This design comes from an exercise in tuning for small area, a short achievable clock period and few clock cycles on the open sky130 flow, not from production work. Where RTL was checked, it was by simulation tests only, not by an equivalence proof against the original. Power and IR drop assume default switching activity.

Setup of run 1:
Design source_64bit_mod3, start of the top module:
module source_64bit_mod3(s, f, x, e, clk);
output reg [1:0] s;
output reg f;
input wire [63:0] x;
input wire e;
input wire clk;
wire n1; g_xor2 u1 (.a(x[0]), .b(x[2]), .y(n1));
wire n2; g_xor2 u2 (.a(x[1]), .b(x[3]), .y(n2));
wire n3; g_nor2 u3 (.a(x[0]), .b(x[2]), .y(n3));
wire n4; g_nor2 u4 (.a(x[1]), .b(x[3]), .y(n4));
wire n5; g_nand2 u5 (.a(n1), .b(n4), .y(n5));
wire n6; g_nand3 u6 (.a(x[0]), .b(x[2]), .c(n2), .y(n6));
wire n7; g_nand3 u7 (.a(n3), .b(x[1]), .c(x[3]), .y(n7));
wire n8; g_nand3 u8 (.a(n5), .b(n6), .c(n7), .y(n8));
wire n9; g_nand2 u9 (.a(n3), .b(n2), .y(n9));
wire n10; g_nand3 u10 (.a(n1), .b(x[1]), .c(x[3]), .y(n10));
wire n11; g_nand3 u11 (.a(x[0]), .b(x[2]), .c(n4), .y(n11));
wire n12; g_nand3 u12 (.a(n9), .b(n10), .c(n11), .y(n12));
wire n13; g_xor2 u13 (.a(x[4]), .b(x[6]), .y(n13));
wire n14; g_xor2 u14 (.a(x[5]), .b(x[7]), .y(n14));
wire n15; g_nor2 u15 (.a(x[4]), .b(x[6]), .y(n15));
wire n16; g_nor2 u16 (.a(x[5]), .b(x[7]), .y(n16));
wire n17; g_nand2 u17 (.a(n13), .b(n16), .y(n17));
  ...
clock: 4.5 ns
lec_check: 0
cap_margin: 20
core_area: 5 5 85 85
cts_buf_list: sky130_fd_sc_hd__clkbuf_2
die_area: 0 0 90 90
slew_margin: 20
synth_hierarchical: 1
buffer_ports_args: -buffer_cell sky130_fd_sc_hd__buf_1
standard.sh (not shown) runs the stock make flow with config.mk's settings and CLKGATE_MAP_FILE= SYNTH_SCRIPT=/design/flow/synth_recipe.tcl, a recipe that flattens the netlist after the stock synthesis.
==> flow/flow/run.sh <==
#!/bin/bash
cat >> config.mk <<'EOC'
export BUFFER_PORTS_ARGS = -buffer_cell sky130_fd_sc_hd__buf_1
EOC
bash standard.sh > standard.log 2>&1
Here is what was changed in the inputs of run 2 compared with run 1.
-- flow/design.v --
<<< run 1, line 331
wire n313; g_nor2 u313 (.a(n282), .b(n278), .y(n313));
wire n314; g_nor2 u314 (.a(n292), .b(n288), .y(n314));
wire n315; g_nand2 u315 (.a(n313), .b(n288), .y(n315));
wire n316; g_nand2 u316 (.a(n278), .b(n314), .y(n316));
wire n317; g_nand2 u317 (.a(n282), .b(n292), .y(n317));
wire n318; g_nand3 u318 (.a(n315), .b(n316), .c(n317), .y(n318));
wire n319; g_nand2 u319 (.a(n313), .b(n292), .y(n319));
wire n320; g_nand2 u320 (.a(n278), .b(n288), .y(n320));
wire n321; g_nand2 u321 (.a(n282), .b(n314), .y(n321));
wire n322; g_nand3 u322 (.a(n319), .b(n320), .c(n321), .y(n322));
wire n323; g_nor2 u323 (.a(n302), .b(n298), .y(n323));
wire n324; g_nor2 u324 (.a(n312), .b(n308), .y(n324));
wire n325; g_nand2 u325 (.a(n323), .b(n308), .y(n325));
wire n326; g_nand2 u326 (.a(n298), .b(n324), .y(n326));
wire n327; g_nand2 u327 (.a(n302), .b(n312), .y(n327));
wire n328; g_nand3 u328 (.a(n325), .b(n326), .c(n327), .y(n328));
wire n329; g_nand2 u329 (.a(n323), .b(n312), .y(n329));
wire n330; g_nand2 u330 (.a(n298), .b(n308), .y(n330));
wire n331; g_nand2 u331 (.a(n302), .b(n324), .y(n331));
wire n332; g_nand3 u332 (.a(n329), .b(n330), .c(n331), .y(n332));
wire n333; g_nor2 u333 (.a(n322), .b(n318), .y(n333));
wire n334; g_nor2 u334 (.a(n332), .b(n328), .y(n334));
wire n335; g_nand2 u335 (.a(n333), .b(n328), .y(n335));
wire n336; g_nand2 u336 (.a(n318), .b(n334), .y(n336));
wire n337; g_nand2 u337 (.a(n322), .b(n332), .y(n337));
wire n338; g_nand3 u338 (.a(n335), .b(n336), .c(n337), .y(n338));
wire n339; g_nand2 u339 (.a(n333), .b(n332), .y(n339));
wire n340; g_nand2 u340 (.a(n318), .b(n328), .y(n340));
wire n341; g_nand2 u341 (.a(n322), .b(n334), .y(n341));
wire n342; g_nand3 u342 (.a(n339), .b(n340), .c(n341), .y(n342));
always @(posedge clk) begin
  f <= e;
  s <= {n342, n338};
end
endmodule
>>> run 2, line 331
wire n313; g_nor2 u313 (.a(n282), .b(n278), .y(n313));
wire n314; g_nor2 u314 (.a(n292), .b(n288), .y(n314));
wire n315; g_nand2 u315 (.a(n313), .b(n314), .y(n315));
wire n316; g_nand2 u316 (.a(n278), .b(n292), .y(n316));
wire n317; g_nand2 u317 (.a(n282), .b(n288), .y(n317));
wire n318; g_nand3 u318 (.a(n315), .b(n316), .c(n317), .y(n318));
wire n319; g_nand2 u319 (.a(n313), .b(n288), .y(n319));
wire n320; g_nand2 u320 (.a(n278), .b(n314), .y(n320));
wire n321; g_nand2 u321 (.a(n282), .b(n292), .y(n321));
wire n322; g_nand3 u322 (.a(n319), .b(n320), .c(n321), .y(n322));
wire n323; g_nand2 u323 (.a(n313), .b(n292), .y(n323));
wire n324; g_nand2 u324 (.a(n278), .b(n288), .y(n324));
wire n325; g_nand2 u325 (.a(n282), .b(n314), .y(n325));
wire n326; g_nand3 u326 (.a(n323), .b(n324), .c(n325), .y(n326));
wire n327; g_nor2 u327 (.a(n302), .b(n298), .y(n327));
wire n328; g_nor2 u328 (.a(n312), .b(n308), .y(n328));
wire n329; g_nand2 u329 (.a(n327), .b(n328), .y(n329));
wire n330; g_nand2 u330 (.a(n298), .b(n312), .y(n330));
wire n331; g_nand2 u331 (.a(n302), .b(n308), .y(n331));
wire n332; g_nand3 u332 (.a(n329), .b(n330), .c(n331), .y(n332));
wire n333; g_nand2 u333 (.a(n327), .b(n308), .y(n333));
wire n334; g_nand2 u334 (.a(n298), .b(n328), .y(n334));
wire n335; g_nand2 u335 (.a(n302), .b(n312), .y(n335));
wire n336; g_nand3 u336 (.a(n333), .b(n334), .c(n335), .y(n336));
wire n337; g_nand2 u337 (.a(n327), .b(n312), .y(n337));
wire n338; g_nand2 u338 (.a(n298), .b(n308), .y(n338));
wire n339; g_nand2 u339 (.a(n302), .b(n328), .y(n339));
wire n340; g_nand3 u340 (.a(n337), .b(n338), .c(n339), .y(n340));
wire n341; g_nand2 u341 (.a(n318), .b(n336), .y(n341));
wire n342; g_nand2 u342 (.a(n322), .b(n332), .y(n342));
wire n343; g_nand2 u343 (.a(n326), .b(n340), .y(n343));
wire n344; g_nand3 u344 (.a(n341), .b(n342), .c(n343), .y(n344));
wire n345; g_nand2 u345 (.a(n318), .b(n340), .y(n345));
wire n346; g_nand2 u346 (.a(n322), .b(n336), .y(n346));
wire n347; g_nand2 u347 (.a(n326), .b(n332), .y(n347));
wire n348; g_nand3 u348 (.a(n345), .b(n346), .c(n347), .y(n348));
always @(posedge clk) begin
  f <= e;
  s <= {n348, n344};
end
endmodule
[summary]
Run 2 vs. run 1: biggest cell delay along the critical path went up by 0.03 ns; power consumed by sequential cells was more or less identical; area growth from synthesis to final layout went down by 0.33 points. Run 2 vs run 1: share of cell area taken by multi-input logic gates up. Of run 1 and run 2, the lower cell count belongs to run 1.
No functional check of the RTL was part of any run of this note.

---

== the baseline ==
The RTL this note starts from:
==> flow/design.v <==
module source_64bit_mod3(s, f, x, e, clk);
output reg [1:0] s;
output reg f;
input wire [63:0] x;
input wire e;
input wire clk;
function [2:0] oh;
  input [1:0] d;
  oh = {d==2'b10, d==2'b01, d[0]==d[1]};
endfunction
function [2:0] ohc;
  input [2:0] a, b;
  ohc = {(a[0]&b[2])|(a[1]&b[1])|(a[2]&b[0]), (a[0]&b[1])|(a[1]&b[0])|(a[2]&b[2]), (a[0]&b[0])|(a[1]&b[2])|(a[2]&b[1])};
endfunction
wire [2:0] w0 = ohc(oh(x[1:0]), oh(x[3:2]));
wire [2:0] w1 = ohc(oh(x[5:4]), oh(x[7:6]));
wire [2:0] w2 = ohc(oh(x[9:8]), oh(x[11:10]));
wire [2:0] w3 = ohc(oh(x[13:12]), oh(x[15:14]));
wire [2:0] w4 = ohc(oh(x[17:16]), oh(x[19:18]));
wire [2:0] w5 = ohc(oh(x[21:20]), oh(x[23:22]));
wire [2:0] w6 = ohc(oh(x[25:24]), oh(x[27:26]));
wire [2:0] w7 = ohc(oh(x[29:28]), oh(x[31:30]));
wire [2:0] w8 = ohc(oh(x[33:32]), oh(x[35:34]));
wire [2:0] w9 = ohc(oh(x[37:36]), oh(x[39:38]));
wire [2:0] w10 = ohc(oh(x[41:40]), oh(x[43:42]));
wire [2:0] w11 = ohc(oh(x[45:44]), oh(x[47:46]));
wire [2:0] w12 = ohc(oh(x[49:48]), oh(x[51:50]));
wire [2:0] w13 = ohc(oh(x[53:52]), oh(x[55:54]));
wire [2:0] w14 = ohc(oh(x[57:56]), oh(x[59:58]));
wire [2:0] w15 = ohc(oh(x[61:60]), oh(x[63:62]));
wire [2:0] w16 = ohc(w0, w1);
wire [2:0] w17 = ohc(w2, w3);
wire [2:0] w18 = ohc(w4, w5);
wire [2:0] w19 = ohc(w6, w7);
wire [2:0] w20 = ohc(w8, w9);
wire [2:0] w21 = ohc(w10, w11);
wire [2:0] w22 = ohc(w12, w13);
wire [2:0] w23 = ohc(w14, w15);
wire [2:0] w24 = ohc(w16, w17);
wire [2:0] w25 = ohc(w18, w19);
wire [2:0] w26 = ohc(w20, w21);
wire [2:0] w27 = ohc(w22, w23);
wire [2:0] w28 = ohc(w24, w25);
wire [2:0] w29 = ohc(w26, w27);
wire [2:0] w30 = ohc(w28, w29);
always @(posedge clk) begin f <= e; s <= {w30[2], w30[1]}; end
endmodule
make LEC_CHECK=0 CAP_MARGIN=20 CORE_AREA='5 5 85 85' DIE_AREA='0 0 90 90' SLEW_MARGIN=20 finish   # period 4.5 ns
run.sh (not shown) runs the stock make flow with config.mk's settings and CLKGATE_MAP_FILE= SYNTH_SCRIPT=/design/flow/synth_recipe.tcl, a recipe that flattens the netlist after the stock synthesis.
Stock flow here: none of the scripts above is used.
The baseline went all the way through the flow, and no timing, DRC or antenna check failed.
Testbench counts of the baseline, summed over its fixed seeds: cycles 1,600.
The inputs of the candidate differ from those of the baseline as listed below.
==> flow/design.v <==
`timescale 1ns / 1ns
module source_64bit_mod3(s, f, x, e, clk);
output reg [1:0] s;
output reg f;
input wire [63:0] x;
input wire e;
input wire clk;
always @(posedge clk) begin
	f <= e;
	s <= x % 3;
end
endmodule
Notes after the runs:
- The candidate: it failed with a tool error in global placement (3_3_place_gp), so there are no final results.
- Distinct cell type count after synthesis in the candidate is 108 higher than in the baseline
- XOR/XNOR share of the synthesized area ends up lower on the baseline.
- The candidate vs. the baseline: sequential area share after synthesis went down by 1.5 points.
- Synthesized-area fraction occupied by ao, oa, aoi and oai cells in the candidate is 1.1 points higher than in the baseline
- Synthesized area ended up 130% higher on the candidate than on the baseline.
Testbench counts of the candidate, summed over its fixed seeds: cycles 1,600.

[re-timing with driven ports]
How much do the figures lean on ideal ports? The routed layouts below were timed once more, with nothing changed but the port constraints. Step 1, drivers: a clkbuf_16 drives clk and a buf_2 each remaining input, both assumed. Step 2 also shifts input and output timing later by t, the mid clock arrival at the registers, as if the neighbouring blocks saw the same clock. Three values: ideal ports, drivers, drivers and shift; two values: the first two.
| run | shift t [ns] | setup slack, ns | latest minus earliest clock arrival (ns) | pins driven straight from the clock port |
|---|---|---|---|---|
| run 1 | 0.217 | 1.980 / 1.976 / 1.759 | 0.002 / 0.002 | 1 |
| run 2 | 0.212 | 2.003 / 1.993 / 1.781 | 0.000 / 0.000 | 1 |
| the baseline | 0.234 | 0.916 / 0.908 / 0.674 | 0.002 / 0.002 | 1 |
After both steps every run listed still meets setup and hold. For the baseline, which loses most, drivers alone change the setup slack by -0.008 ns; drivers and shift together by -0.242 ns.
